This is an optimization exercise on Yosys and OpenROAD, whose aim is small area, a short achievable clock period and few clock cycles, not a production implementation.
Function was checked by simulation only, so behaviour that the tests miss may differ from the original.

File: flow/flow/polarity.py
#!/usr/bin/env python3
"""Inverter clean-up for a Yosys-mapped sky130hd netlist (flat, one module).

A full adder is self-dual: FA(~a, ~b, ~c) = (~sum, ~cout).  Simple gates have
an output-complemented twin with the same pins (and2/nand2, or2/nor2, ...).
This pass removes every inverter, then picks for each full adder and each such
gate whether it works in complemented polarity, so that as few signals as
possible need an inverter, re-adding one inverter per signal that still needs
its complement.  The logic function of the netlist is unchanged.

usage: polarity.py netlist.v liberty.lib [out.v]
"""
import re, sys, random

src, libf = sys.argv[1], sys.argv[2]
dst = sys.argv[3] if len(sys.argv) > 3 else src
P = "sky130_fd_sc_hd__"
OUTPINS = {"X", "Y", "Q", "Q_N", "SUM", "COUT", "HI", "LO"}
PAIRS = [("and2", "nand2"), ("or2", "nor2"), ("xor2", "xnor2"), ("a21o", "a21oi"),
         ("o21a", "o21ai"), ("a22o", "a22oi"), ("o22a", "o22ai"), ("and3", "nand3"),
         ("or3", "nor3"), ("and4", "nand4"), ("or4", "nor4"), ("a211o", "a211oi"),
         ("o211a", "o211ai"), ("a31o", "a31oi"), ("o31a", "o31ai"), ("and2b", "nand2b"),
         ("or2b", "nor2b"), ("mux2", "mux2i")]
COMP = {}
for a, b in PAIRS:
    COMP[a] = b
    COMP[b] = a

lib = open(libf).read()
area = {}
cpos = [(m.start(), m.group(1)) for m in re.finditer(r'cell \("(' + P + r'\w+)"\)', lib)]
for i, (pos, name) in enumerate(cpos):
    end = cpos[i + 1][0] if i + 1 < len(cpos) else len(lib)
    m = re.search(r'\n\s*area : ([0-9.]+);', lib[pos:end])
    if m:
        area[name] = float(m.group(1))
dont_use = {"sky130_fd_sc_hd__probe_p_8", "sky130_fd_sc_hd__probec_p_8"}

def family(t):
    m = re.match(P + r'(\w+?)_(\d+)$', t)
    return (m.group(1), int(m.group(2))) if m else (None, None)

def comp_type(t):
    fam, _ = family(t)
    c = COMP.get(fam)
    if not c:
        return None
    for size in (1, 2, 0, 4):
        name = f"{P}{c}_{size}"
        if name in area:
            return name
    return None

text = open(src).read()
mstart = text.index("module ")
hdr_end = text.index(";", mstart) + 1
endm = text.rindex("endmodule")
body = text[hdr_end:endm]
inst_re = re.compile(r'\n(\s*)(' + P + r'\w+)\s+(\S+)\s*\((.*?)\);', re.S)
pin_re = re.compile(r'\.(\w+)\(\s*((?:\\\S+\s)|[^()\s]*)\s*\)')
cells = []
for m in inst_re.finditer(body):
    pins = [(p, n.strip()) for p, n in pin_re.findall(m.group(4))]
    cells.append({"type": m.group(2), "name": m.group(3), "pins": pins, "span": m.span()})
ports = set()
for m in re.finditer(r'\n\s*(?:input|output|inout)\s+(?:\[[^\]]*\]\s*)?([^;]+);', body):
    for n in m.group(1).split(","):
        ports.add(n.strip())
def netbase(n):
    return n.split("[")[0].strip() if not n.startswith("\\") else n

drv = {}
for i, c in enumerate(cells):
    for p, n in c["pins"]:
        if p in OUTPINS and n:
            drv[n] = (i, p)

def is_inv(c):
    fam, _ = family(c["type"])
    return fam in ("inv", "clkinv")

removable = set()
for i, c in enumerate(cells):
    if is_inv(c):
        y = dict(c["pins"]).get("Y")
        a = dict(c["pins"]).get("A")
        if y and a and netbase(y) not in ports and not y.startswith("1'") and not a.startswith("1'"):
            removable.add(i)

memo = {}
def base(n):
    if n in memo:
        return memo[n]
    d = drv.get(n)
    if d and d[0] in removable:
        a = dict(cells[d[0]]["pins"])["A"]
        b, q = base(a)
        r = (b, q ^ 1)
    else:
        r = (n, 0)
    memo[n] = r
    return r

flip_kind = {}
for i, c in enumerate(cells):
    if i in removable:
        continue
    fam, _ = family(c["type"])
    if fam == "fa":
        flip_kind[i] = "fa"
    elif fam in COMP and comp_type(c["type"]):
        flip_kind[i] = "gate"
flip = {i: 0 for i in flip_kind}

# consumer pins
cons = {}      # base -> list of (cell, pin index, q)
for i, c in enumerate(cells):
    if i in removable:
        continue
    for k, (p, n) in enumerate(c["pins"]):
        if p in OUTPINS or not n or n.startswith("1'"):
            continue
        b, q = base(n)
        cons.setdefault(b, []).append((i, k, q))
cell_in_bases = {}
for b, lst in cons.items():
    for i, k, q in lst:
        cell_in_bases.setdefault(i, set()).add(b)
cell_out_bases = {}
for n, (i, p) in drv.items():
    if i not in removable:
        cell_out_bases.setdefault(i, set()).add(n)

def fdrv(b):
    d = drv.get(b)
    return flip.get(d[0], 0) if d else 0

def needs(b):
    fd = fdrv(b)
    for i, k, q in cons.get(b, ()):
        fc = flip[i] if flip_kind.get(i) == "fa" else 0
        if q ^ fc ^ fd:
            return 1
    return 0

INV = area[P + "inv_1"]
def gate_cost(i):
    if flip_kind.get(i) == "gate" and flip[i]:
        return area[comp_type(cells[i]["type"])] - area[cells[i]["type"]]
    return 0.0

def affected(i):
    s = set(cell_out_bases.get(i, ()))
    if flip_kind[i] == "fa":
        s |= cell_in_bases.get(i, set())
    return s

def total():
    return INV * sum(needs(b) for b in cons) + sum(gate_cost(i) for i in flip_kind)

start = total()
before_inv = len(removable)
rng = random.Random(1)
order = list(flip_kind)

def local_cost(i):
    aff = affected(i)
    return INV * sum(needs(b) for b in aff) + gate_cost(i)

def greedy():
    improved = True
    passes = 0
    while improved and passes < 50:
        improved = False
        passes += 1
        rng.shuffle(order)
        for i in order:
            c0 = local_cost(i)
            flip[i] ^= 1
            c1 = local_cost(i)
            if c1 < c0 - 1e-9:
                improved = True
            else:
                flip[i] ^= 1

# simulated annealing over flips of single cells and of a full adder together
# with the simple gates that drive its inputs
groups = [[i] for i in order]
for i in order:
    if flip_kind[i] != "fa":
        continue
    g = [i]
    for p, n in cells[i]["pins"]:
        if p in OUTPINS:
            continue
        d = drv.get(base(n)[0]) if n else None
        if d and flip_kind.get(d[0]) == "gate" and d[0] not in g:
            g.append(d[0])
    if len(g) > 1:
        groups.append(g)

def group_cost(g):
    aff = set()
    for i in g:
        aff |= affected(i)
    return INV * sum(needs(b) for b in aff) + sum(gate_cost(i) for i in g)

import math
cur = total()
best, bestflip = cur, dict(flip)
T0, T1 = 4.0, 0.05
steps = 400 * len(groups) if groups else 0
for s_ in range(steps):
    T = T0 * (T1 / T0) ** (s_ / max(1, steps - 1))
    g = groups[rng.randrange(len(groups))]
    c0 = group_cost(g)
    for i in g:
        flip[i] ^= 1
    c1 = group_cost(g)
    d = c1 - c0
    if d <= 0 or rng.random() < math.exp(-d / T):
        cur += d
        if cur < best - 1e-9:
            best, bestflip = cur, dict(flip)
    else:
        for i in g:
            flip[i] ^= 1
flip.update(bestflip)
greedy()
end = total()

# rewrite
newpins = {i: list(c["pins"]) for i, c in enumerate(cells)}
newtype = {i: c["type"] for i, c in enumerate(cells)}
for i, k in flip_kind.items():
    if k == "gate" and flip[i]:
        t = comp_type(cells[i]["type"])
        newtype[i] = t
        outp = "Y" if family(t)[0] in [b for a, b in PAIRS] and family(t)[0] != "mux2" or family(t)[0] == "mux2i" else "X"
        # inverting families use Y, non-inverting use X
        fam = family(t)[0]
        outp = "Y" if fam in ("nand2", "nor2", "xnor2", "a21oi", "o21ai", "a22oi", "o22ai", "nand3", "nor3", "nand4", "nor4", "a211oi", "o211ai", "a31oi", "o31ai", "nand2b", "nor2b", "mux2i") else "X"
        newpins[i] = [((outp if p in ("X", "Y") else p), n) for p, n in newpins[i]]
newinv = []
newwires = []
cnt = 0
for b, lst in cons.items():
    fd = fdrv(b)
    invnet = None
    for i, k, q in lst:
        fc = flip[i] if flip_kind.get(i) == "fa" else 0
        if q ^ fc ^ fd:
            if invnet is None:
                cnt += 1
                invnet = f"_pol{cnt}_"
                newwires.append(invnet)
                newinv.append((f"_polinv{cnt}_", b, invnet))
            n = invnet
        else:
            n = b
        p, _ = newpins[i][k]
        newpins[i][k] = (p, n)

def fmt(n):
    return n + " " if n.startswith("\\") else n
out = []
pos = 0
for i, c in enumerate(cells):
    s, e = c["span"]
    out.append(body[pos:s])
    pos = e
    if i in removable:
        continue
    ind = "\n  "
    pins = ",\n".join(f"    .{p}({fmt(n)})" for p, n in newpins[i])
    out.append(f"{ind}{newtype[i]} {c['name']} (\n{pins}\n  );")
out.append(body[pos:])
for name, a, y in newinv:
    out.append(f"  {P}inv_1 {name} (\n    .A({fmt(a)}),\n    .Y({y})\n  );\n")
nb = "".join(out)
decl = "".join(f"\n  wire {w};" for w in newwires)
res = text[:hdr_end] + decl + nb + text[endm:]
open(dst, "w").write(res)
nflip = sum(1 for i in flip if flip[i])
print(f"polarity: removed {before_inv} inverters, added {len(newinv)}; flipped {nflip} cells; cost {start:.1f} -> {end:.1f} (um2, inverters + gate swaps)")
File: flow/standard.sh
#!/bin/bash
# synth_recipe.tcl (not shown) runs the flow's synth.tcl, then flattens the netlist and writes it again
# the make line also repeats each setting of config.mk as NAME=value (left out here)
make -C /OpenROAD-flow-scripts/flow DESIGN_CONFIG=/design/flow/config.mk WORK_HOME=/design/flow/orfs CLKGATE_MAP_FILE= SYNTH_SCRIPT=/design/flow/synth_recipe.tcl "${@:-finish}"
File: flow/design.v
`timescale 1ns/10ps
module geofence (clk, reset, X, Y, valid, is_inside);
input clk;
input reset;
input [9:0] X;
input [9:0] Y;
output reg valid;
output reg is_inside;
localparam S0 = 2'd0, S1 = 2'd1, S3 = 2'd3;
reg [3:0] cnt;           
reg [1:0] st;
reg       sf;
reg [9:0] px, py;        
reg       wsx, wsy;      
reg [9:0] wmx, wmy_n;        
wire [9:0] wmy = ~wmy_n;
reg       lsx, lsy, rsx, rsy;
reg [9:0] lmx_n, lmy, rmx_n, rmy;       
wire [9:0] lmx = ~lmx_n, rmx = ~rmx_n;
wire [10:0] dx = {1'b0, X} - {1'b0, px};
wire [10:0] dy = {1'b0, Y} - {1'b0, py};
wire       dsx = dx[10];
wire       dsy = dy[10];
wire [9:0] dmx = (dx[9:0] ^ {10{dsx}}) + {9'd0, dsx};
wire [9:0] dmy = (dy[9:0] ^ {10{dsy}}) + {9'd0, dsy};
wire lzx = lmx == 0, lzy = lmy == 0, wzx = wmx == 0, wzy = wmy == 0;
wire rzx = rmx == 0, rzy = rmy == 0;
wire a_s1 = lsx ^ wsy, a_s2 = lsy ^ wsx;      
wire b_s1 = wsy ^ rsx, b_s2 = wsx ^ rsy;      
wire a_n, a_z, b_n, b_z;
xsign ua (.a(lmx), .b(wmy), .c(lmy), .d(wmx), .inj(a_s1),  .neg(a_n), .zero(a_z));
xsign ub (.a(wmy), .b(rmx), .c(wmx), .d(rmy), .inj(!b_s1), .neg(b_n), .zero(b_z));
wire a_fz = (lzx || wzy) && (lzy || wzx);     
wire b_fz = (wzy || rzx) && (wzx || rzy);
wire a_neg  = (a_s1 != a_s2) ? (a_s1 && !a_fz) : (a_s1 ^ a_n);
wire a_zero = (a_s1 != a_s2) ? a_fz : a_z;
wire b_neg  = (b_s1 != b_s2) ? (!b_s1 && !b_fz) : !(b_s1 ^ b_n);
wire b_zero = (b_s1 != b_s2) ? b_fz : b_z;
wire w_zero = wzx && wzy;
wire opp = ((!lzx && (lsx != wsx)) || (!lzy && (lsy != wsy))) &&
           ((!rzx && (rsx != wsx)) || (!rzy && (rsy != wsy)));
wire set_l  = ((st == S0) && !w_zero) || ((st == S1) && a_neg);
wire set_r  = ((st == S0) && !w_zero) || ((st == S1) && b_neg);
wire flip_l = (st == S3) && a_neg;
wire flip_r = (st == S3) && b_neg;
wire sf_n   = sf || ((st == S1) && a_neg && b_neg);
reg [1:0] st_n;
always @(*) begin
    st_n = st;
    case (st)
    S0: if (!w_zero) st_n = S1;
    S1: if (!w_zero && a_zero && b_zero && opp) st_n = S3;
    S3: if (a_neg || b_neg) st_n = S1;
    default: st_n = st;
    endcase
end
wire proc = (cnt >= 4'd2) && (cnt <= 4'd8);
always @(posedge clk or posedge reset) begin
    if (reset) begin
        cnt <= 4'd0;
        st <= S0;
        sf <= 1'b0;
        valid <= 1'b0;
        is_inside <= 1'b0;
    end else begin
        cnt <= (cnt == 4'd9) ? 4'd0 : cnt + 4'd1;
        valid <= (cnt == 4'd8);
        if (cnt == 4'd8) is_inside <= sf_n;
        if (proc) begin
            st <= st_n;
            sf <= sf_n;
        end else begin
            st <= S0;
            sf <= 1'b0;
        end
    end
end
always @(posedge clk) begin
    if (cnt == 4'd0) begin
        px <= X;
        py <= Y;
    end
    wsx <= dsx; wmx <= dmx;
    wsy <= dsy; wmy_n <= ~dmy;
    if (proc && set_l) begin
        lsx <= wsx; lmx_n <= ~wmx;
        lsy <= wsy; lmy <= wmy;
    end else if (proc && flip_l) begin
        lsx <= !lsx;
        lsy <= !lsy;
    end
    if (proc && set_r) begin
        rsx <= wsx; rmx_n <= ~wmx;
        rsy <= wsy; rmy <= wmy;
    end else if (proc && flip_r) begin
        rsx <= !rsx;
        rsy <= !rsy;
    end
end
endmodule
module xsign (input [9:0] a, input [9:0] b, input [9:0] c, input [9:0] d, input inj, output neg, output zero);
wire injn = ~inj;
wire t1, t2, t3, t4, t5, t6, t7, t8, t9, t10, t11, t12, t13, t14, t15, t16, t17, t18, t19, t20, t21, t22, t23, t24, t25, t26, t27, t28, t29, t30, t31, t32, t33, t34, t35, t36, t37, t38, t39, t40, t41, t42, t43, t44, t45, t46, t47, t48, t49, t50, t51, t52, t53, t54, t55, t56, t57, t58, t59, t60, t61, t62, t63, t64, t65, t66, t67, t68, t69, t70, t71, t72, t73, t74, t75, t76, t77, t78, t79, t80, t81, t82, t83, t84, t85, t86, t87, t88, t89, t90, t91, t92, t93, t94, t95, t96, t97, t98, t99, t100, t101, t102, t103, t104, t105, t106, t107, t108, t109, t110, t111, t112, t113, t114, t115, t116, t117, t118, t119, t120, t121, t122, t123, t124, t125, t126, t127, t128, t129, t130, t131, t132, t133, t134, t135, t136, t137, t138, t139, t140, t141, t142, t143, t144, t145, t146, t147, t148, t149, t150, t151, t152, t153, t154, t155, t156, t157, t158, t159, t160, t161, t162, t163, t164, t165, t166, t167, t168, t169, t170, t171, t172, t173, t174, t175, t176, t177, t178, t179, t180, t181, t182, t183, t184, t185, t186, t187, t188, t189, t190, t191, t192, t193, t194, t195, t196, t197, t198, t199, t200, t201, t202, t203, t204, t205, t206, t207, t208, t209, t210, t211, t212, t213, t214, t215, t216, t217, t218, t219, t220, t221, t222, t223, t224, t225, t226, t227, t228, t229, t230, t231, t232, t233, t234, t235, t236, t237, t238, t239, t240, t241, t242, t243, t244, t245, t246, t247, t248, t249, t250, t251, t252, t253, t254, t255, t256, t257, t258, t259, t260, t261, t262, t263, t264, t265, t266, t267, t268, t269, t270, t271, t272, t273, t274, t275, t276, t277, t278, t279, t280, t281, t282, t283, t284, t285, t286, t287, t288, t289, t290, t291, t292, t293, t294, t295, t296, t297, t298, t299, t300, t301, t302, t303, t304, t305, t306, t307, t308, t309, t310, t311, t312, t313, t314, t315, t316, t317, t318, t319, t320, t321, t322, t323, t324, t325, t326, t327, t328, t329, t330, t331, t332, t333, t334, t335, t336, t337, t338, t339, t340, t341, t342, t343, t344, t345, t346, t347, t348, t349, t350, t351, t352, t353, t354, t355, t356, t357, t358, t359, t360, t361, t362, t363, t364, t365, t366, t367, t368, t369, t370, t371, t372, t373, t374, t375, t376, t377, t378, t379, t380, t381, t382, t383, t384, t385, t386, t387, t388, t389, t390, t391, t392, t393, t394, t395, t396, t397, t398, t399, t400, t401, t402, t403, t404, t405, t406, t407, t408, t409, t410, t411, t412, t413, t414, t415, t416, t417, t418, t419, t420, t421, t422, t423, t424, t425, t426, t427, t428, t429, t430, t431, t432, t433, t434, t435, t436, t437, t438, t439, t440, t441, t442, t443, t444, t445, t446, t447, t448, t449, t450, t451, t452, t453, t454, t455, t456, t457, t458, t459, t460, t461, t462, t463, t464, t465, t466, t467, t468, t469, t470, t471, t472, t473, t474, t475, t476, t477, t478, t479, t480, t481, t482, t483, t484, t485, t486, t487, t488, t489, t490, t491, t492, t493, t494, t495, t496, t497, t498, t499, t500, t501, t502, t503, t504, t505, t506, t507, t508, t509, t510, t511, t512, t513, t514, t515, t516, t517, t518, t519, t520, t521, t522, t523, t524, t525, t526, t527, t528, t529, t530, t531, t532, t533, t534, t535, t536, t537, t538, t539, t540, t541, t542, t543, t544, t545, t546, t547, t548, t549, t550, t551, t552, t553, t554, t555, t556, t557, t558, t559, t560, t561, t562, t563, t564, t565, t566, t567;
assign t1 = (a[0] & b[0]);
assign t2 = ~(c[0] & d[0]);
assign t3 = injn;
assign t4 = (a[0] & b[1]);
assign t5 = (a[1] & b[0]);
assign t6 = ~(c[1] & d[0]);
assign t7 = ~(c[0] & d[1]);
assign t8 = (a[0] & b[2]);
assign t9 = (a[1] & b[1]);
assign t10 = (a[2] & b[0]);
assign t11 = ~(c[2] & d[0]);
assign t12 = ~(c[1] & d[1]);
assign t13 = ~(c[0] & d[2]);
assign t14 = (a[0] & b[3]);
assign t15 = (a[1] & b[2]);
assign t16 = (a[2] & b[1]);
assign t17 = (a[3] & b[0]);
assign t18 = ~(c[3] & d[0]);
assign t19 = ~(c[2] & d[1]);
assign t20 = ~(c[1] & d[2]);
assign t21 = ~(c[0] & d[3]);
assign t22 = (a[0] & b[4]);
assign t23 = (a[1] & b[3]);
assign t24 = (a[2] & b[2]);
assign t25 = (a[3] & b[1]);
assign t26 = (a[4] & b[0]);
assign t27 = ~(c[4] & d[0]);
assign t28 = ~(c[3] & d[1]);
assign t29 = ~(c[2] & d[2]);
assign t30 = ~(c[1] & d[3]);
assign t31 = ~(c[0] & d[4]);
assign t32 = (a[0] & b[5]);
assign t33 = (a[1] & b[4]);
assign t34 = (a[2] & b[3]);
assign t35 = (a[3] & b[2]);
assign t36 = (a[4] & b[1]);
assign t37 = (a[5] & b[0]);
assign t38 = ~(c[5] & d[0]);
assign t39 = ~(c[4] & d[1]);
assign t40 = ~(c[3] & d[2]);
assign t41 = ~(c[2] & d[3]);
assign t42 = ~(c[1] & d[4]);
assign t43 = ~(c[0] & d[5]);
assign t44 = (a[0] & b[6]);
assign t45 = (a[1] & b[5]);
assign t46 = (a[2] & b[4]);
assign t47 = (a[3] & b[3]);
assign t48 = (a[4] & b[2]);
assign t49 = (a[5] & b[1]);
assign t50 = (a[6] & b[0]);
assign t51 = ~(c[6] & d[0]);
assign t52 = ~(c[5] & d[1]);
assign t53 = ~(c[4] & d[2]);
assign t54 = ~(c[3] & d[3]);
assign t55 = ~(c[2] & d[4]);
assign t56 = ~(c[1] & d[5]);
assign t57 = ~(c[0] & d[6]);
assign t58 = (a[0] & b[7]);
assign t59 = (a[1] & b[6]);
assign t60 = (a[2] & b[5]);
assign t61 = (a[3] & b[4]);
assign t62 = (a[4] & b[3]);
assign t63 = (a[5] & b[2]);
assign t64 = (a[6] & b[1]);
assign t65 = (a[7] & b[0]);
assign t66 = ~(c[7] & d[0]);
assign t67 = ~(c[6] & d[1]);
assign t68 = ~(c[5] & d[2]);
assign t69 = ~(c[4] & d[3]);
assign t70 = ~(c[3] & d[4]);
assign t71 = ~(c[2] & d[5]);
assign t72 = ~(c[1] & d[6]);
assign t73 = ~(c[0] & d[7]);
assign t74 = (a[0] & b[8]);
assign t75 = (a[1] & b[7]);
assign t76 = (a[2] & b[6]);
assign t77 = (a[3] & b[5]);
assign t78 = (a[4] & b[4]);
assign t79 = (a[5] & b[3]);
assign t80 = (a[6] & b[2]);
assign t81 = (a[7] & b[1]);
assign t82 = (a[8] & b[0]);
assign t83 = ~(c[8] & d[0]);
assign t84 = ~(c[7] & d[1]);
assign t85 = ~(c[6] & d[2]);
assign t86 = ~(c[5] & d[3]);
assign t87 = ~(c[4] & d[4]);
assign t88 = ~(c[3] & d[5]);
assign t89 = ~(c[2] & d[6]);
assign t90 = ~(c[1] & d[7]);
assign t91 = ~(c[0] & d[8]);
assign t92 = (a[0] & b[9]);
assign t93 = (a[1] & b[8]);
assign t94 = (a[2] & b[7]);
assign t95 = (a[3] & b[6]);
assign t96 = (a[4] & b[5]);
assign t97 = (a[5] & b[4]);
assign t98 = (a[6] & b[3]);
assign t99 = (a[7] & b[2]);
assign t100 = (a[8] & b[1]);
assign t101 = (a[9] & b[0]);
assign t102 = ~(c[9] & d[0]);
assign t103 = ~(c[8] & d[1]);
assign t104 = ~(c[7] & d[2]);
assign t105 = ~(c[6] & d[3]);
assign t106 = ~(c[5] & d[4]);
assign t107 = ~(c[4] & d[5]);
assign t108 = ~(c[3] & d[6]);
assign t109 = ~(c[2] & d[7]);
assign t110 = ~(c[1] & d[8]);
assign t111 = ~(c[0] & d[9]);
assign t112 = (a[1] & b[9]);
assign t113 = (a[2] & b[8]);
assign t114 = (a[3] & b[7]);
assign t115 = (a[4] & b[6]);
assign t116 = (a[5] & b[5]);
assign t117 = (a[6] & b[4]);
assign t118 = (a[7] & b[3]);
assign t119 = (a[8] & b[2]);
assign t120 = (a[9] & b[1]);
assign t121 = ~(c[9] & d[1]);
assign t122 = ~(c[8] & d[2]);
assign t123 = ~(c[7] & d[3]);
assign t124 = ~(c[6] & d[4]);
assign t125 = ~(c[5] & d[5]);
assign t126 = ~(c[4] & d[6]);
assign t127 = ~(c[3] & d[7]);
assign t128 = ~(c[2] & d[8]);
assign t129 = ~(c[1] & d[9]);
assign t130 = (a[2] & b[9]);
assign t131 = (a[3] & b[8]);
assign t132 = (a[4] & b[7]);
assign t133 = (a[5] & b[6]);
assign t134 = (a[6] & b[5]);
assign t135 = (a[7] & b[4]);
assign t136 = (a[8] & b[3]);
assign t137 = (a[9] & b[2]);
assign t138 = ~(c[9] & d[2]);
assign t139 = ~(c[8] & d[3]);
assign t140 = ~(c[7] & d[4]);
assign t141 = ~(c[6] & d[5]);
assign t142 = ~(c[5] & d[6]);
assign t143 = ~(c[4] & d[7]);
assign t144 = ~(c[3] & d[8]);
assign t145 = ~(c[2] & d[9]);
assign t146 = (a[3] & b[9]);
assign t147 = (a[4] & b[8]);
assign t148 = (a[5] & b[7]);
assign t149 = (a[6] & b[6]);
assign t150 = (a[7] & b[5]);
assign t151 = (a[8] & b[4]);
assign t152 = (a[9] & b[3]);
assign t153 = ~(c[9] & d[3]);
assign t154 = ~(c[8] & d[4]);
assign t155 = ~(c[7] & d[5]);
assign t156 = ~(c[6] & d[6]);
assign t157 = ~(c[5] & d[7]);
assign t158 = ~(c[4] & d[8]);
assign t159 = ~(c[3] & d[9]);
assign t160 = (a[4] & b[9]);
assign t161 = (a[5] & b[8]);
assign t162 = (a[6] & b[7]);
assign t163 = (a[7] & b[6]);
assign t164 = (a[8] & b[5]);
assign t165 = (a[9] & b[4]);
assign t166 = ~(c[9] & d[4]);
assign t167 = ~(c[8] & d[5]);
assign t168 = ~(c[7] & d[6]);
assign t169 = ~(c[6] & d[7]);
assign t170 = ~(c[5] & d[8]);
assign t171 = ~(c[4] & d[9]);
assign t172 = (a[5] & b[9]);
assign t173 = (a[6] & b[8]);
assign t174 = (a[7] & b[7]);
assign t175 = (a[8] & b[6]);
assign t176 = (a[9] & b[5]);
assign t177 = ~(c[9] & d[5]);
assign t178 = ~(c[8] & d[6]);
assign t179 = ~(c[7] & d[7]);
assign t180 = ~(c[6] & d[8]);
assign t181 = ~(c[5] & d[9]);
assign t182 = (a[6] & b[9]);
assign t183 = (a[7] & b[8]);
assign t184 = (a[8] & b[7]);
assign t185 = (a[9] & b[6]);
assign t186 = ~(c[9] & d[6]);
assign t187 = ~(c[8] & d[7]);
assign t188 = ~(c[7] & d[8]);
assign t189 = ~(c[6] & d[9]);
assign t190 = (a[7] & b[9]);
assign t191 = (a[8] & b[8]);
assign t192 = (a[9] & b[7]);
assign t193 = ~(c[9] & d[7]);
assign t194 = ~(c[8] & d[8]);
assign t195 = ~(c[7] & d[9]);
assign t196 = (a[8] & b[9]);
assign t197 = (a[9] & b[8]);
assign t198 = ~(c[9] & d[8]);
assign t199 = ~(c[8] & d[9]);
assign t200 = (a[9] & b[9]);
assign t201 = ~(c[9] & d[9]);
assign {t203, t202} = {1'b0, t92} + {1'b0, t93} + {1'b0, t94};
assign t204 = t112 ^ t113;
assign t205 = t112 & t113;
assign {t207, t206} = {1'b0, t44} + {1'b0, t45} + {1'b0, t46};
assign {t209, t208} = {1'b0, t58} + {1'b0, t59} + {1'b0, t60};
assign {t211, t210} = {1'b0, t61} + {1'b0, t62} + {1'b0, t63};
assign t212 = t64 ^ t65;
assign t213 = t64 & t65;
assign {t215, t214} = {1'b0, t74} + {1'b0, t75} + {1'b0, t76};
assign {t217, t216} = {1'b0, t77} + {1'b0, t78} + {1'b0, t79};
assign {t219, t218} = {1'b0, t80} + {1'b0, t81} + {1'b0, t82};
assign {t221, t220} = {1'b0, t83} + {1'b0, t84} + {1'b0, t85};
assign t222 = t86 ^ t87;
assign t223 = t86 & t87;
assign {t225, t224} = {1'b0, t95} + {1'b0, t96} + {1'b0, t97};
assign {t227, t226} = {1'b0, t98} + {1'b0, t99} + {1'b0, t100};
assign {t229, t228} = {1'b0, t101} + {1'b0, t102} + {1'b0, t103};
assign {t231, t230} = {1'b0, t104} + {1'b0, t105} + {1'b0, t106};
assign {t233, t232} = {1'b0, t107} + {1'b0, t108} + {1'b0, t109};
assign t234 = t110 ^ t111;
assign t235 = t110 & t111;
assign {t237, t236} = {1'b0, t114} + {1'b0, t115} + {1'b0, t116};
assign {t239, t238} = {1'b0, t117} + {1'b0, t118} + {1'b0, t119};
assign {t241, t240} = {1'b0, t120} + {1'b0, t121} + {1'b0, t122};
assign {t243, t242} = {1'b0, t123} + {1'b0, t124} + {1'b0, t125};
assign {t245, t244} = {1'b0, t126} + {1'b0, t127} + {1'b0, t128};
assign t246 = ~(t129 ^ t204);
assign t247 = t129 | t204;
assign {t249, t248} = {1'b0, t130} + {1'b0, t131} + {1'b0, t132};
assign {t251, t250} = {1'b0, t133} + {1'b0, t134} + {1'b0, t135};
assign {t253, t252} = {1'b0, t136} + {1'b0, t137} + {1'b0, t138};
assign {t255, t254} = {1'b0, t139} + {1'b0, t140} + {1'b0, t141};
assign {t257, t256} = {1'b0, t142} + {1'b0, t143} + {1'b0, t144};
assign {t259, t258} = {1'b0, t146} + {1'b0, t147} + {1'b0, t148};
assign {t261, t260} = {1'b0, t149} + {1'b0, t150} + {1'b0, t151};
assign {t263, t262} = {1'b0, t152} + {1'b0, t153} + {1'b0, t154};
assign {t265, t264} = {1'b0, t160} + {1'b0, t161} + {1'b0, t162};
assign {t267, t266} = {1'b0, t22} + {1'b0, t23} + {1'b0, t24};
assign {t269, t268} = {1'b0, t32} + {1'b0, t33} + {1'b0, t34};
assign {t271, t270} = {1'b0, t35} + {1'b0, t36} + {1'b0, t37};
assign t272 = t38 ^ t39;
assign t273 = t38 & t39;
assign {t275, t274} = {1'b0, t47} + {1'b0, t48} + {1'b0, t49};
assign {t277, t276} = {1'b0, t50} + {1'b0, t51} + {1'b0, t52};
assign {t279, t278} = {1'b0, t53} + {1'b0, t54} + {1'b0, t55};
assign t280 = t56 ^ t57;
assign t281 = t56 & t57;
assign {t283, t282} = {1'b0, t66} + {1'b0, t67} + {1'b0, t68};
assign {t285, t284} = {1'b0, t69} + {1'b0, t70} + {1'b0, t71};
assign t286 = ~(t72 ^ t73);
assign t287 = t72 | t73;
assign {t289, t288} = {1'b0, t208} + {1'b0, t210} + {1'b0, t212};
assign {t291, t290} = {1'b0, t88} + {1'b0, t89} + {1'b0, t90};
assign t292 = ~(t91 ^ t214);
assign t293 = t91 | t214;
assign {t295, t294} = {1'b0, t216} + {1'b0, t218} + {1'b0, t220};
assign {t297, t296} = {1'b0, t222} + {1'b0, t209} + {1'b0, t211};
assign t298 = ~(t224 ^ t202);
assign t299 = t224 | t202;
assign {t301, t300} = {1'b0, t226} + {1'b0, t228} + {1'b0, t230};
assign {t303, t302} = {1'b0, t232} + {1'b0, t234} + {1'b0, t215};
assign {t305, t304} = {1'b0, t217} + {1'b0, t219} + {1'b0, t221};
assign {t307, t306} = {1'b0, t203} + {1'b0, t236} + {1'b0, t238};
assign {t309, t308} = {1'b0, t240} + {1'b0, t242} + {1'b0, t244};
assign {t311, t310} = {1'b0, t246} + {1'b0, t225} + {1'b0, t227};
assign {t313, t312} = {1'b0, t229} + {1'b0, t231} + {1'b0, t233};
assign {t315, t314} = {1'b0, t145} + {1'b0, t205} + {1'b0, t248};
assign {t317, t316} = {1'b0, t250} + {1'b0, t252} + {1'b0, t254};
assign {t319, t318} = {1'b0, t256} + {1'b0, t237} + {1'b0, t239};
assign {t321, t320} = {1'b0, t241} + {1'b0, t243} + {1'b0, t245};
assign {t323, t322} = {1'b0, t155} + {1'b0, t156} + {1'b0, t157};
assign {t325, t324} = {1'b0, t158} + {1'b0, t159} + {1'b0, t258};
assign {t327, t326} = {1'b0, t260} + {1'b0, t262} + {1'b0, t249};
assign {t329, t328} = {1'b0, t251} + {1'b0, t253} + {1'b0, t255};
assign {t331, t330} = {1'b0, t163} + {1'b0, t164} + {1'b0, t165};
assign {t333, t332} = {1'b0, t166} + {1'b0, t167} + {1'b0, t168};
assign {t335, t334} = {1'b0, t169} + {1'b0, t170} + {1'b0, t171};
assign {t337, t336} = {1'b0, t264} + {1'b0, t259} + {1'b0, t261};
assign {t339, t338} = {1'b0, t172} + {1'b0, t173} + {1'b0, t174};
assign {t341, t340} = {1'b0, t175} + {1'b0, t176} + {1'b0, t177};
assign {t343, t342} = {1'b0, t178} + {1'b0, t179} + {1'b0, t180};
assign {t345, t344} = {1'b0, t182} + {1'b0, t183} + {1'b0, t184};
assign t346 = t8 ^ t9;
assign t347 = t8 & t9;
assign {t349, t348} = {1'b0, t14} + {1'b0, t15} + {1'b0, t16};
assign {t351, t350} = {1'b0, t17} + {1'b0, t18} + {1'b0, t19};
assign {t353, t352} = {1'b0, t25} + {1'b0, t26} + {1'b0, t27};
assign {t355, t354} = {1'b0, t28} + {1'b0, t29} + {1'b0, t30};
assign t356 = ~t31;
assign t357 = t31;
assign {t359, t358} = {1'b0, t40} + {1'b0, t41} + {1'b0, t42};
assign t360 = ~(t43 ^ t268);
assign t361 = t43 | t268;
assign {t363, t362} = {1'b0, t270} + {1'b0, t272} + {1'b0, t267};
assign t364 = ~(t274 ^ t206);
assign t365 = t274 | t206;
assign {t367, t366} = {1'b0, t276} + {1'b0, t278} + {1'b0, t280};
assign {t369, t368} = {1'b0, t269} + {1'b0, t271} + {1'b0, t273};
assign {t371, t370} = {1'b0, t207} + {1'b0, t282} + {1'b0, t284};
assign {t373, t372} = {1'b0, t286} + {1'b0, t288} + {1'b0, t275};
assign {t375, t374} = {1'b0, t277} + {1'b0, t279} + {1'b0, t281};
assign {t377, t376} = {1'b0, t213} + {1'b0, t290} + {1'b0, t292};
assign {t379, t378} = {1'b0, t294} + {1'b0, t296} + {1'b0, t283};
assign {t381, t380} = {1'b0, t285} + {1'b0, t287} + {1'b0, t289};
assign {t383, t382} = {1'b0, t223} + {1'b0, t298} + {1'b0, t300};
assign {t385, t384} = {1'b0, t302} + {1'b0, t304} + {1'b0, t291};
assign {t387, t386} = {1'b0, t293} + {1'b0, t295} + {1'b0, t297};
assign {t389, t388} = {1'b0, t235} + {1'b0, t306} + {1'b0, t308};
assign {t391, t390} = {1'b0, t310} + {1'b0, t312} + {1'b0, t299};
assign {t393, t392} = {1'b0, t301} + {1'b0, t303} + {1'b0, t305};
assign {t395, t394} = {1'b0, t247} + {1'b0, t314} + {1'b0, t316};
assign {t397, t396} = {1'b0, t318} + {1'b0, t320} + {1'b0, t307};
assign {t399, t398} = {1'b0, t309} + {1'b0, t311} + {1'b0, t313};
assign {t401, t400} = {1'b0, t257} + {1'b0, t322} + {1'b0, t324};
assign {t403, t402} = {1'b0, t326} + {1'b0, t328} + {1'b0, t315};
assign {t405, t404} = {1'b0, t317} + {1'b0, t319} + {1'b0, t321};
assign {t407, t406} = {1'b0, t263} + {1'b0, t330} + {1'b0, t332};
assign {t409, t408} = {1'b0, t334} + {1'b0, t336} + {1'b0, t323};
assign {t411, t410} = {1'b0, t325} + {1'b0, t327} + {1'b0, t329};
assign {t413, t412} = {1'b0, t181} + {1'b0, t265} + {1'b0, t338};
assign {t415, t414} = {1'b0, t340} + {1'b0, t342} + {1'b0, t331};
assign {t417, t416} = {1'b0, t333} + {1'b0, t335} + {1'b0, t337};
assign {t419, t418} = {1'b0, t185} + {1'b0, t186} + {1'b0, t187};
assign {t421, t420} = {1'b0, t188} + {1'b0, t189} + {1'b0, t344};
assign {t423, t422} = {1'b0, t339} + {1'b0, t341} + {1'b0, t343};
assign {t425, t424} = {1'b0, t190} + {1'b0, t191} + {1'b0, t192};
assign {t427, t426} = {1'b0, t193} + {1'b0, t194} + {1'b0, t195};
assign t428 = t4 ^ t5;
assign t429 = t4 & t5;
assign {t431, t430} = {1'b0, t10} + {1'b0, t11} + {1'b0, t12};
assign t432 = ~t13;
assign t433 = t13;
assign t434 = ~(t20 ^ t21);
assign t435 = t20 | t21;
assign {t437, t436} = {1'b0, t348} + {1'b0, t350} + {1'b0, t347};
assign {t439, t438} = {1'b0, t266} + {1'b0, t352} + {1'b0, t354};
assign {t441, t440} = {1'b0, t356} + {1'b0, t349} + {1'b0, t351};
assign {t443, t442} = {1'b0, t358} + {1'b0, t360} + {1'b0, t362};
assign {t445, t444} = {1'b0, t353} + {1'b0, t355} + {1'b0, t357};
assign {t447, t446} = {1'b0, t364} + {1'b0, t366} + {1'b0, t368};
assign {t449, t448} = {1'b0, t359} + {1'b0, t361} + {1'b0, t363};
assign {t451, t450} = {1'b0, t370} + {1'b0, t372} + {1'b0, t374};
assign {t453, t452} = {1'b0, t365} + {1'b0, t367} + {1'b0, t369};
assign {t455, t454} = {1'b0, t376} + {1'b0, t378} + {1'b0, t380};
assign {t457, t456} = {1'b0, t371} + {1'b0, t373} + {1'b0, t375};
assign {t459, t458} = {1'b0, t382} + {1'b0, t384} + {1'b0, t386};
assign {t461, t460} = {1'b0, t377} + {1'b0, t379} + {1'b0, t381};
assign {t463, t462} = {1'b0, t388} + {1'b0, t390} + {1'b0, t392};
assign {t465, t464} = {1'b0, t383} + {1'b0, t385} + {1'b0, t387};
assign {t467, t466} = {1'b0, t394} + {1'b0, t396} + {1'b0, t398};
assign {t469, t468} = {1'b0, t389} + {1'b0, t391} + {1'b0, t393};
assign {t471, t470} = {1'b0, t400} + {1'b0, t402} + {1'b0, t404};
assign {t473, t472} = {1'b0, t395} + {1'b0, t397} + {1'b0, t399};
assign {t475, t474} = {1'b0, t406} + {1'b0, t408} + {1'b0, t410};
assign {t477, t476} = {1'b0, t401} + {1'b0, t403} + {1'b0, t405};
assign {t479, t478} = {1'b0, t412} + {1'b0, t414} + {1'b0, t416};
assign {t481, t480} = {1'b0, t407} + {1'b0, t409} + {1'b0, t411};
assign {t483, t482} = {1'b0, t418} + {1'b0, t420} + {1'b0, t422};
assign {t485, t484} = {1'b0, t413} + {1'b0, t415} + {1'b0, t417};
assign {t487, t486} = {1'b0, t345} + {1'b0, t424} + {1'b0, t426};
assign {t489, t488} = {1'b0, t419} + {1'b0, t421} + {1'b0, t423};
assign {t491, t490} = {1'b0, t196} + {1'b0, t197} + {1'b0, t198};
assign {t493, t492} = {1'b0, t199} + {1'b0, t425} + {1'b0, t427};
assign t494 = t6 ^ t7;
assign t495 = t6 & t7;
assign {t497, t496} = {1'b0, t346} + {1'b0, t430} + {1'b0, t432};
assign {t499, t498} = {1'b0, t434} + {1'b0, t436} + {1'b0, t431};
assign {t501, t500} = {1'b0, t438} + {1'b0, t440} + {1'b0, t435};
assign {t503, t502} = {1'b0, t442} + {1'b0, t444} + {1'b0, t439};
assign {t505, t504} = {1'b0, t446} + {1'b0, t448} + {1'b0, t443};
assign {t507, t506} = {1'b0, t450} + {1'b0, t452} + {1'b0, t447};
assign {t509, t508} = {1'b0, t454} + {1'b0, t456} + {1'b0, t451};
assign {t511, t510} = {1'b0, t458} + {1'b0, t460} + {1'b0, t455};
assign {t513, t512} = {1'b0, t462} + {1'b0, t464} + {1'b0, t459};
assign {t515, t514} = {1'b0, t466} + {1'b0, t468} + {1'b0, t463};
assign {t517, t516} = {1'b0, t470} + {1'b0, t472} + {1'b0, t467};
assign {t519, t518} = {1'b0, t474} + {1'b0, t476} + {1'b0, t471};
assign {t521, t520} = {1'b0, t478} + {1'b0, t480} + {1'b0, t475};
assign {t523, t522} = {1'b0, t482} + {1'b0, t484} + {1'b0, t479};
assign {t525, t524} = {1'b0, t486} + {1'b0, t488} + {1'b0, t483};
assign {t527, t526} = {1'b0, t490} + {1'b0, t492} + {1'b0, t487};
assign {t529, t528} = {1'b0, t200} + {1'b0, t201} + {1'b0, t491};
assign t530 = t1 ^ t2;
assign t531 = t1 & t2;
assign t532 = ~(t494 ^ t428);
assign t533 = t494 | t428;
assign {t535, t534} = {1'b0, t429} + {1'b0, t496} + {1'b0, t495};
assign {t537, t536} = {1'b0, t433} + {1'b0, t498} + {1'b0, t497};
assign {t539, t538} = {1'b0, t437} + {1'b0, t500} + {1'b0, t499};
assign {t541, t540} = {1'b0, t441} + {1'b0, t502} + {1'b0, t501};
assign {t543, t542} = {1'b0, t445} + {1'b0, t504} + {1'b0, t503};
assign {t545, t544} = {1'b0, t449} + {1'b0, t506} + {1'b0, t505};
assign {t547, t546} = {1'b0, t453} + {1'b0, t508} + {1'b0, t507};
assign {t549, t548} = {1'b0, t457} + {1'b0, t510} + {1'b0, t509};
assign {t551, t550} = {1'b0, t461} + {1'b0, t512} + {1'b0, t511};
assign {t553, t552} = {1'b0, t465} + {1'b0, t514} + {1'b0, t513};
assign {t555, t554} = {1'b0, t469} + {1'b0, t516} + {1'b0, t515};
assign {t557, t556} = {1'b0, t473} + {1'b0, t518} + {1'b0, t517};
assign {t559, t558} = {1'b0, t477} + {1'b0, t520} + {1'b0, t519};
assign {t561, t560} = {1'b0, t481} + {1'b0, t522} + {1'b0, t521};
assign {t563, t562} = {1'b0, t485} + {1'b0, t524} + {1'b0, t523};
assign {t565, t564} = {1'b0, t489} + {1'b0, t526} + {1'b0, t525};
assign {t567, t566} = {1'b0, t493} + {1'b0, t528} + {1'b0, t527};
wire [20:0] r1 = {1'b1, t529, t566, t564, t562, t560, t558, t556, t554, t552, t550, t548, t546, t544, t542, t540, t538, t536, t534, t532, t3};
wire [20:0] r2 = {1'b0, t567, t565, t563, t561, t559, t557, t555, t553, t551, t549, t547, t545, t543, t541, t539, t537, t535, t533, t531, t530};
wire cg0_0 = (r1[1] & r2[1]) | ((r1[1] | r2[1]) & (r1[0] & r2[0]));
wire cp0_0 = (r1[1] | r2[1]) & (r1[0] | r2[0]);
wire cg0_2 = (r1[3] & r2[3]) | ((r1[3] | r2[3]) & (r1[2] & r2[2]));
wire cp0_2 = (r1[3] | r2[3]) & (r1[2] | r2[2]);
wire cg0_4 = (r1[5] & r2[5]) | ((r1[5] | r2[5]) & (r1[4] & r2[4]));
wire cp0_4 = (r1[5] | r2[5]) & (r1[4] | r2[4]);
wire cg0_6 = (r1[7] & r2[7]) | ((r1[7] | r2[7]) & (r1[6] & r2[6]));
wire cp0_6 = (r1[7] | r2[7]) & (r1[6] | r2[6]);
wire cg0_8 = (r1[9] & r2[9]) | ((r1[9] | r2[9]) & (r1[8] & r2[8]));
wire cp0_8 = (r1[9] | r2[9]) & (r1[8] | r2[8]);
wire cg0_10 = (r1[11] & r2[11]) | ((r1[11] | r2[11]) & (r1[10] & r2[10]));
wire cp0_10 = (r1[11] | r2[11]) & (r1[10] | r2[10]);
wire cg0_12 = (r1[13] & r2[13]) | ((r1[13] | r2[13]) & (r1[12] & r2[12]));
wire cp0_12 = (r1[13] | r2[13]) & (r1[12] | r2[12]);
wire cg0_14 = (r1[15] & r2[15]) | ((r1[15] | r2[15]) & (r1[14] & r2[14]));
wire cp0_14 = (r1[15] | r2[15]) & (r1[14] | r2[14]);
wire cg0_16 = (r1[17] & r2[17]) | ((r1[17] | r2[17]) & (r1[16] & r2[16]));
wire cp0_16 = (r1[17] | r2[17]) & (r1[16] | r2[16]);
wire cg0_18 = (r1[19] & r2[19]) | ((r1[19] | r2[19]) & (r1[18] & r2[18]));
wire cp0_18 = (r1[19] | r2[19]) & (r1[18] | r2[18]);
wire cg1_0 = cg0_2 | (cp0_2 & cg0_0);
wire cp1_0 = cp0_2 & cp0_0;
wire cg1_2 = cg0_6 | (cp0_6 & cg0_4);
wire cp1_2 = cp0_6 & cp0_4;
wire cg1_4 = cg0_10 | (cp0_10 & cg0_8);
wire cp1_4 = cp0_10 & cp0_8;
wire cg1_6 = cg0_14 | (cp0_14 & cg0_12);
wire cp1_6 = cp0_14 & cp0_12;
wire cg1_8 = cg0_18 | (cp0_18 & cg0_16);
wire cp1_8 = cp0_18 & cp0_16;
wire cg2_0 = cg1_2 | (cp1_2 & cg1_0);
wire cp2_0 = cp1_2 & cp1_0;
wire cg2_2 = cg1_6 | (cp1_6 & cg1_4);
wire cp2_2 = cp1_6 & cp1_4;
wire cg3_0 = cg2_2 | (cp2_2 & cg2_0);
wire cp3_0 = cp2_2 & cp2_0;
wire cg4_0 = cg1_8 | (cp1_8 & cg3_0);
wire cp4_0 = cp1_8 & cp3_0;
assign neg = r1[20] ^ r2[20] ^ cg4_0;
wire [20:0] zx = r1 ^ r2;
wire [20:0] zc = {r1[19:0] | r2[19:0], 1'b0};
assign zero = inj ? (&zx) : (zx == zc);
endmodule
File: flow/constraint.sdc
create_clock -name core_clock -period 13.0 [get_ports {clk}]
set_input_delay 2.6000 -clock core_clock [delete_from_list [all_inputs] [get_ports {clk}]]
set_output_delay 2.6000 -clock core_clock [all_outputs]
set_load 0.01 [all_outputs]
File: flow/flow/run.sh
#!/bin/bash
# Standard ORFS layout with two additions (same clock period and constraints):
#  1. after the standard synthesis, flow/polarity.py removes the inverters that
#     Yosys's full-adder extraction leaves between adders (logic unchanged);
#  2. timing repair aims at a larger setup slack than the default.
set -euo pipefail
RES="$PWD/orfs/results/$FLOW_PLATFORM/geofence/base"
LIB="$FLOW_HOME/platforms/$FLOW_PLATFORM/lib/sky130_fd_sc_hd__tt_025C_1v80.lib"
bash standard.sh "$RES/1_2_yosys.v" > synth.log 2>&1
cp "$RES/1_2_yosys.v" 1_2_yosys.before_polarity.v
python3 flow/polarity.py "$RES/1_2_yosys.v" "$LIB" > polarity.log 2>&1
bash standard.sh SETUP_SLACK_MARGIN=6.5 finish > layout.log 2>&1
File: flow/config.mk
export PLATFORM = sky130hd
export DESIGN_NAME = geofence
export DESIGN_NICKNAME = geofence
export VERILOG_FILES = /design/flow/design.v
export SDC_FILE = /design/flow/constraint.sdc
export NUM_CORES = 4
export LEC_CHECK = 0
export CAP_MARGIN = 20
export CORE_MARGIN = 2
export CORE_UTILIZATION = 40
export SLEW_MARGIN = 20
==> impl_results.md, run 1 <==
* Grt met3 use at 0.0490
* Die ar. at 41000 µm²
* Vias per inst at 5.36
* Drt wl/cell at 20.3 µm
* CTS clk-pin slew, worst paths at 70 ps
* Synth-to-Final Area Change at 15.6%
* Fin. max-slew vios at 0
* Reg-to-reg startpoint: rmx_n[9]$_DFFE_PP_
* Core area at 38800 µm²
* Ys Warns at 1
* HP Start: is_inside$_DFFE_PP0P_
* Layout cell share with drive strength beyond 1 at 0.129
* Number of hold violations in the final report at 0
* Port bufs at 23
* Fin area at 18200 µm²
* Drt pass-1 iters at 7
* Vias in the first global route at 13.1k
* Largest net degree at the start of global routing at 23
* CTS tree: done
* Mapped Area at 15800 µm²
* CP required at 13050 ps
* GR peak layer: met2
* Antenna violations before repair at 0
* Status: timing/DRC/antenna clean
* Setup Viol. Count Final at 0
* Startpoint Class: flop
* Post-Route Setup TNS at 0 ps
* All-Layer GR Usage at 0.228
* Setup Skew at 12.5 ps
* IO Pins at 24
* Endpoint, Worst Hold: is_inside$_DFFE_PP0P_
* Cells after Synth at 1603
* Met2 usage at 0.382
* Max clock buf depth at 2
* Part of the cycle the worst path needs at 0.507
* Reg2reg end: rmx_n[0]$_DFFE_PP_
* First-pass GRT wire length at 71800 µm
* Crit path time final at 6600 ps
* Routed Antenna Nets at 0
* R2r setup slk at 6400 ps
* GP Congestion at 0.887
* Crit-path max FO at 8
* Crit Path Category: flop to flop
* HP Class: flop to flop
* Post-layout util at 0.470
* Crit path DAT at 6650 ps
* Post-DP Area at 16500 µm²
* RSZ-0062 raised after global routing: true
* Starting DRT DRC Count at 989
* Vias after detailed routing at 11.9k
* Post-route DRC at 0
* Die Span X at 203 µm
* Peak Freq at 0.152 GHz
* Antenna cells at 0
* H-tree Lvls at 3
* Hold buffers post-CTS at 0
* Die height at 203 µm
* Post-synth net total at 2090
* Grt met1 use at 0.296
* Setup ws final at 6400 ps
* Starting density of the core at 0.406
* Max-cap viol count at 0
* Syn Area/Cell at 9.84 µm²
* Max transition margin at 0.595
* GRT overflow at 0
* Hpwl dp at 31700 µm
* Final WL at 45000 µm
* Later-pin clock latency in the skew report at 350 ps
* Nets at 2181
* CP endpoint kind: flop
* Setup slack at placement at 4780 ps
* Worst slew pin tran at 608 ps
* Clk sinks at 95
* Num CTS Buffers at 9
* Site Rows at 72
* Worst hold path stage count at 2
* R2R depth at 18
* Clock Root Buffer: clkbuf_16
[flip-flops by register name, indices dropped and copies added, names as in the netlist]
| signal | count |
|---|---|
| wmx | 10 |
| sf | 1 |
| rmx_n | 10 |
| lsx | 1 |
| valid | 1 |
| wsx | 1 |
| py | 10 |
| is_inside | 1 |
| lmy | 10 |
| rmy | 10 |
| wsy | 1 |
| wmy_n | 10 |
| cnt | 4 |
| st | 2 |
| rsx | 1 |
| lsy | 1 |
| lmx_n | 10 |
| rsy | 1 |
| px | 10 |
[metal layers]
layer | routed length, µm | up-vias
met2 | 21700 | 553
met3 | 4240 | 117
met1 | 17600 | 6015
met5 | 0 | -
met4 | 1430 | 0
li1 | - | 5195
[worst max path at each step]
| stage | cells past startpoint | slack (ps) | startpoint | to |
|---|---|---|---|---|
| final | 18 | 6400 | rmx_n[9]$_DFFE_PP_ | rmx_n[0]$_DFFE_PP_ |
| after global routing | 18 | 6220 | rmx_n[4]$_DFFE_PP_ | rmx_n[0]$_DFFE_PP_ |
| after CTS | 20 | 6500 | wmy_n[5]$_DFF_P_ | rsx$_DFFE_PP_ |
| after detailed placement | 16 | 4780 | wmx[5]$_DFF_P_ | lsy$_DFFE_PP_ |
| after global placement | 16 | 4930 | wmx[5]$_DFF_P_ | lsy$_DFFE_PP_ |
| after floorplan | 19 | 6500 | wmx[8]$_DFF_P_ | rsx$_DFFE_PP_ |
[placed cells by master, fill, tap and decap left out, drive strengths merged, types with 3 or more instances in the layout]
| cell | count |
|---|---|
| nand2 | 205 |
| o21a | 6 |
| nor2b | 12 |
| buf | 134 |
| nor3 | 16 |
| o21bai | 5 |
| nand3 | 5 |
| clkbuf | 12 |
| o31a | 3 |
| inv | 205 |
| nand2b | 6 |
| nor2 | 243 |
| xor2 | 29 |
| fa | 328 |
| edfxtp | 64 |
| dfrtp | 9 |
| xnor2 | 54 |
| mux2i | 4 |
| dfxtp | 22 |
| o21ai | 26 |
| clkinv | 3 |
| ha | 137 |
| nand4 | 27 |
| a21o | 5 |
| clkdlybuf4s50 | 23 |
| a21oi | 33 |
| a31oi | 3 |
| nor3b | 3 |
| nor4 | 23 |
| and2 | 16 |
| a211oi | 5 |
| or3 | 3 |
| a21boi | 3 |
[critical path: stages (launching register included)]
cell	delay (ps)
edfxtp_1	520
nor2_2	160
fa_1	460
fa_2	410
fa_1	510
fa_1	520
fa_2	420
fa_1	570
inv_1	50
ha_1	250
nor4_2	300
inv_1	100
or4b_4	520
a211oi_4	220
nor4_4	70
o211a_1	240
a2111o_1	530
a21boi_4	250
buf_6	180
[area by class of cell]
class | count | area, µm²
Inverter | 203 | 762
Timing Repair Buffer | 161 | 1540
Tap cell | 518 | 648
Fill cell | 3552 | 20600
Sequential cell | 95 | 2630
Clock buffer | 10 | 229
Multi-Input combinational cell | 1224 | 12400
Clock inverter | 6 | 67.6
[what timing repair did]
action | in CTS | in global routing
endpoints found under the setup margin | 51 | 53
cloned | 4 | 1
setup buffers | 92 | 27
pin swaps | 6 | 15
gates resized for setup | 52 | 69
[stage by stage]
step | hold slack [ps] | instances
5_1_grt | 550 | 2217
6_report | 493 | 2217
3_3_place_gp | 480 | 2077
3_5_place_dp | 485 | 2077
2_1_floorplan | 446 | 1603
4_1_cts | 501 | 2189
Testbench counts, summed over its fixed seeds: cycles 12,800.
==> run 2, diff against run 1 <==
--- a/flow/flow/run.sh
+++ b/flow/flow/run.sh
@@ -9,4 +9,4 @@
 bash standard.sh "$RES/1_2_yosys.v" > synth.log 2>&1
 cp "$RES/1_2_yosys.v" 1_2_yosys.before_polarity.v
 python3 flow/polarity.py "$RES/1_2_yosys.v" "$LIB" > polarity.log 2>&1
-bash standard.sh SETUP_SLACK_MARGIN=6.5 finish > layout.log 2>&1
+bash standard.sh SETUP_SLACK_MARGIN=6 finish > layout.log 2>&1
--- a/flow/config.mk
+++ b/flow/config.mk
@@ -9,3 +9,4 @@
 export CORE_MARGIN = 2
 export CORE_UTILIZATION = 40
 export SLEW_MARGIN = 20
+export TNS_END_PERCENT = 5
==> run 2 against run 1 <==
Clock skew about the same. Sequential share of layout area increased by 0.69 points. Cell count down 3.2%. Via count fell by 2.4%. Clock-buffer cell count rose by 1. Critical path depth rose by 1. Flip-flop and latch count stayed put. Critical endpoint is now rmx_n[2]$_DFFE_PP_.
==> impl_results.md, run 2 <==
* Setup slack at placement at 4550 ps
* R2r setup slk at 6080 ps
* Final std cells w/o fill at 2145
* Crit-path max FO at 22
* Die ar. at 41000 µm²
* Hpwl dp at 32100 µm
* Fin. max-slew vios at 0
* Die height at 203 µm
* RSZ-0062 raised after global routing: true
* Syn Area/Cell at 9.84 µm²
* Status: timing/DRC/antenna clean
* Setup Skew at 12.0 ps
* Number of hold violations in the final report at 0
* Endpoint, Worst Hold: is_inside$_DFFE_PP0P_
* Hold buffers post-CTS at 0
* CP required at 13060 ps
* Layout cell share with drive strength beyond 1 at 0.0615
* Vias after detailed routing at 11.6k
* Most common cell after layout, fill and taps aside: fa_1
* Crit path time final at 6920 ps
* Die Span X at 203 µm
* Most frequent cells in the layout: 328 x fa_1, 243 x nor2_1, 205 x nand2_1, 203 x inv_1, 137 x ha_1
* Reg-to-reg startpoint: wmx[6]$_DFF_P_
* Starting density of the core at 0.406
* Vias per inst at 5.40
* Num CTS Buffers at 9
* CTS tree: done
* Cells after Synth at 1603
* Clock Root Buffer: clkbuf_16
* Placed cell count at 2078
* Startpoint Class: flop
* Nets at 2109
* CP endpoint kind: flop
* Antenna cells at 0
* Worst slew pin tran at 801 ps
* Setup ws final at 6080 ps
* Max transition margin at 0.464
* Starting DRT DRC Count at 1129
* Max-cap viol count at 0
* Vias in the first global route at 12.6k
* HP Class: flop to flop
* Post-Route Setup TNS at 0 ps
* Crit path DAT at 6980 ps
* HP Start: is_inside$_DFFE_PP0P_
* Largest net degree at the start of global routing at 23
* Part of the cycle the worst path needs at 0.532
* Drt wl/cell at 20.0 µm
* Max clock buf depth at 2
* Port bufs at 23
* Reg2reg end: rmx_n[2]$_DFFE_PP_
* GP Congestion at 0.901
* Final WL at 42900 µm
* Synth-to-Final Area Change at 9.44%
* Later-pin clock latency in the skew report at 350 ps
* Core area at 38800 µm²
* H-tree Lvls at 3
* Antenna violations before repair at 0
* Site Rows at 72
* Mapped Area at 15800 µm²
* Setup Viol. Count Final at 0
* Routed Antenna Nets at 0
* CTS clk-pin slew, worst paths at 70 ps
* Peak Freq at 0.145 GHz
* Drt pass-1 iters at 8
* First-pass GRT wire length at 69000 µm
* GRT overflow at 0
* Ys Warns at 1
* Post-synth net total at 2090
* Crit Path Category: flop to flop
* Post-route DRC at 0
* Worst hold path stage count at 2
* R2R depth at 19
* IO Pins at 24
* All-Layer GR Usage at 0.218
* Clk sinks at 95
run 2: changes by cell type in the layout (fill, tap and decap cells not counted), moves of 3 or more:
cell / previous run / this run
fa_2: 15 / 0
buf_4: 104 / 58
dfxtp_1: 9 / 14
nor2_2: 15 / 0
dfxtp_4: 12 / 6
fa_1: 313 / 328
buf_12: 9 / 0
buf_6: 18 / 7
ha_1: 134 / 137
ha_2: 3 / 0
nor2_1: 228 / 243
run 2: routing by layer:
metal / up-vias / routed length [µm] / share of wire / global-route usage
li1: 5033 / - / - / -
met1: 5916 / 17600 / 0.41 / 0.294
met2: 538 / 20400 / 0.47 / 0.359
met3: 106 / 3510 / 0.082 / 0.0387
met4: 0 / 1400 / 0.033 / 0.0657
met5: - / 0 / 0 / 0
run 2: metrics by stage:
| step | utilization | hold slack [ps] | area (µm²) |
|---|---|---|---|
| 2_1_floorplan | - | 446 | 15800 |
| 3_3_place_gp | 0.424 | 484 | 16500 |
| 3_5_place_dp | 0.424 | 493 | 16500 |
| 4_1_cts | 0.434 | 509 | 16900 |
| 5_1_grt | 0.445 | 568 | 17300 |
| 6_report | 0.445 | 496 | 17300 |
run 2: worst max-delay path by stage:
| stage | start | to | slack [ps] | cells after the start |
|---|---|---|---|---|
| 2_1_floorplan | wmy_n[6]$_DFF_P_ | rsx$_DFFE_PP_ | 6240 | 19 |
| 3_3_place_gp | wmx[3]$_DFF_P_ | lsy$_DFFE_PP_ | 4680 | 17 |
| 3_5_place_dp | wmy_n[7]$_DFF_P_ | lsy$_DFFE_PP_ | 4550 | 16 |
| 4_1_cts | wmy_n[6]$_DFF_P_ | rsy$_DFFE_PP_ | 5930 | 18 |
| 5_1_grt | wmx[6]$_DFF_P_ | rmx_n[2]$_DFFE_PP_ | 5900 | 19 |
| 6_report | wmx[6]$_DFF_P_ | rmx_n[2]$_DFFE_PP_ | 6080 | 19 |
run 2: cell type report:
type                       count  area, µm²
fill                        3646      21600
multi-input combinational   1224      12200
sequential                    95       2610
inverter                     203        762
timing repair buffer          89        759
tap                          518        648
clock buffer                  11        233
clock inverter                 5       41.3
run 2: timing repair:
item                       in CTS  in global routing
gates cloned                    1                  1
setup buffers                   5                 44
resized for setup              16                 18
pin swaps                       2                  3
setup endpoints to repair      51                 50
hold endpoints to repair        0                  0
run 2: worst max-delay path: stages, from the launching register on:
cell and delay, ps:
dfxtp_1 340, buf_8 240, nand2_1 130, fa_1 480, fa_1 480, fa_1 520
fa_1 520, fa_1 460, fa_1 570, inv_1 50, ha_1 240, nor4_1 340
inv_1 110, or4b_4 500, a211oi_2 180, nor4_1 130, o211a_1 240, a2111o_1 550
a21boi_4 320, buf_4 200
==> run 3, diff against run 2 <==
--- a/flow/config.mk
+++ b/flow/config.mk
@@ -9,4 +9,4 @@
 export CORE_MARGIN = 2
 export CORE_UTILIZATION = 40
 export SLEW_MARGIN = 20
-export TNS_END_PERCENT = 5
+export SYNTH_HIERARCHICAL = 1
==> run 3 against run 2 <==
Still clean on timing, DRC and antenna. Routed wire length grew 1.9%. Register-to-register slack better by 150 ps. Cell count rose by 0.33%. Worst setup slack better by 150 ps. Non-clock buffer count decreased by 30. Via count shrank 0.96%. Flip-flop and latch count unchanged. Clock skew shrank 1.5 ps.
==> impl_results.md, run 3 <==
* Post-synth net total at 2049
* Worst slew pin tran at 820 ps
* HP Start: py[0]$_DFFE_PN_
* Crit path time final at 6770 ps
* Setup Viol. Count Final at 0
* Max transition margin at 0.450
* Max-cap viol count at 0
* Starting DRT DRC Count at 848
* Crit-path slowest cell: dfxtp_1
* R2r setup slk at 6230 ps
* Layout cell share with drive strength beyond 1 at 0.0565
* Later-pin clock latency in the skew report at 350 ps
* Number of hold violations in the final report at 0
* Delay-heaviest family, CP: adder cells
* Post-route DRC at 0
* First-pass GRT wire length at 69400 µm
* Cells after Synth at 1561
* Crit Path Category: flop to flop
* CTS tree: done
* IO Pins at 24
* Port bufs at 23
* Crit path cell chain: clkinvlp_4 -> and2_1 -> ha_1 -> inv_1 -> ha_1 -> fa_1 -> fa_1 -> fa_1 -> fa_1 -> fa_1 -> ha_1 -> or4_1 -> inv_1 -> nand2_1 -> a211oi_1 -> a2111oi_0 -> a41o_1 -> a211oi_4 -> a31o_2
* Drt wl/cell at 20.3 µm
* HP Class: flop to flop
* R2R depth at 19
* Vias after detailed routing at 11.5k
* Vias in the first global route at 12.6k
* Routed Antenna Nets at 0
* Crit-path max FO at 11
* Reg-to-reg startpoint: wmy_n[1]$_DFF_P_
* GRT overflow at 0
* Die ar. at 41700 µm²
* Die Span X at 204 µm
* RSZ-0062 raised after global routing: false
* Num CTS Buffers at 9
* GP Congestion at 0.940
* Site Rows at 73
* H-tree Lvls at 3
* All-Layer GR Usage at 0.216
* Top cell by count, worst path: fa_1
* Most frequent cells in the layout: 328 x fa_1, 271 x nand2_1, 226 x inv_1, 150 x and2_1, 138 x ha_1
* Peak Freq at 0.148 GHz
* Die height at 204 µm
* Clk sinks at 95
* Post-Route Setup TNS at 0 ps
* Vias per inst at 5.34
* Drt pass-1 iters at 7
* Antenna violations before repair at 1
* Core area at 39600 µm²
* Synth-to-Final Area Change at 9.42%
* Worst hold path stage count at 1
* Hpwl dp at 31200 µm
* CP endpoint kind: flop
* Status: timing/DRC/antenna clean
* Antenna cells at 0
* CTS clk-pin slew, worst paths at 60 ps
* Setup Skew at 10.6 ps
* Largest net degree at the start of global routing at 24
* Endpoint, Worst Hold: wmy_n[0]$_DFF_P_
* Fin. max-slew vios at 0
* Startpoint Class: flop
* Clock Root Buffer: clkbuf_16
* Max stage delay on crit path at 510 ps
* Starting density of the core at 0.405
* Mapped Area at 16000 µm²
* Part of the cycle the worst path needs at 0.521
* Post-layout util at 0.443
* Most common cell after layout, fill and taps aside: fa_1
* CP required at 13020 ps
* Final WL at 43700 µm
* Crit path DAT at 6790 ps
* Nets at 2110
* Reg2reg end: rmy[6]$_DFFE_PP_
* Ys Warns at 7
* Max clock buf depth at 2
* Syn Area/Cell at 10.3 µm²
* Critical path buffer and inverter count at 3
[run 3: how the worst max path moves through the flow]
stage,start,end,slack (ps),cells past startpoint
2_1_floorplan,wmy_n[6]$_DFF_P_,lsy$_DFFE_PP_,6340,21
3_3_place_gp,wmy_n[6]$_DFF_P_,lsy$_DFFE_PP_,5440,20
3_5_place_dp,wmy_n[7]$_DFF_P_,lsy$_DFFE_PP_,5310,20
4_1_cts,wmy_n[6]$_DFF_P_,lsy$_DFFE_PP_,6000,20
5_1_grt,wmy_n[9]$_DFF_P_,lsy$_DFFE_PP_,5980,21
6_report,wmy_n[1]$_DFF_P_,rmy[6]$_DFFE_PP_,6230,19
[run 3: per-layer routing]
metal | global-route usage | vias to the layer above | routed length [µm]
met5 | 0 | - | 0
met4 | 0.0650 | 0 | 1160
met3 | 0.0314 | 92 | 3410
met2 | 0.371 | 482 | 21400
met1 | 0.284 | 5868 | 17700
li1 | - | 5040 | -
[run 3: stage by stage]
step / setup WS (ps) / cells / cell area (µm²) / hold WS [ps]
after global placement: 5440 / 2104 / 17000 / 487
after floorplan: 6340 / 1561 / 16000 / 449
after detailed placement: 5310 / 2104 / 17000 / 483
after CTS: 6000 / 2123 / 17300 / 505
after global routing: 5980 / 2152 / 17600 / 524
final: 6230 / 2152 / 17600 / 499
[run 3: repair_timing]
action,CTS,global route
cloned,3,7
gates resized for setup,13,11
pin swaps,0,1
hold buffers,0,0
endpoints found under the setup margin,46,46
buffers inserted,0,22
[run 3: area by class of cell]
type	instances	area (µm²)
clock buffers	11	254
clock inverters	5	30.0
fillers	3817	22100
inverters	239	946
multi-input cells	1210	12500
flip-flops and latches	95	2590
well taps	525	657
repair buffers	59	500
repair inverters	8	50.0

==> separate check: timing with driven ports <==
The flow's constraints put no driver on any port. The routed layouts listed below were extracted and timed again, unchanged, in two steps.
Step 1, drivers: a clkbuf_16 drives clk and a buf_2 each remaining input, both assumed.
Step 2 moves the port delays by t, midway between the first and last clock arrival at a register: inputs arrive t later, outputs are due t later. That takes back most of the time a late clock gives input paths.
a / b / c = ideal ports / drivers / drivers and shift; a / b = the first two.
| run | t, ns | setup WS [ns] | hold slack, ns |
|---|---|---|---|
| run 1 | 0.384 | 6.405 / 6.405 / 6.405 | 0.493 / 0.493 / 0.493 |
| run 2 | 0.381 | 6.080 / 6.080 / 6.080 | 0.496 / 0.496 / 0.496 |
| run 3 | 0.388 | 6.233 / 6.233 / 6.233 | 0.499 / 0.499 / 0.499 |
After both steps setup and hold are still met in every run listed.
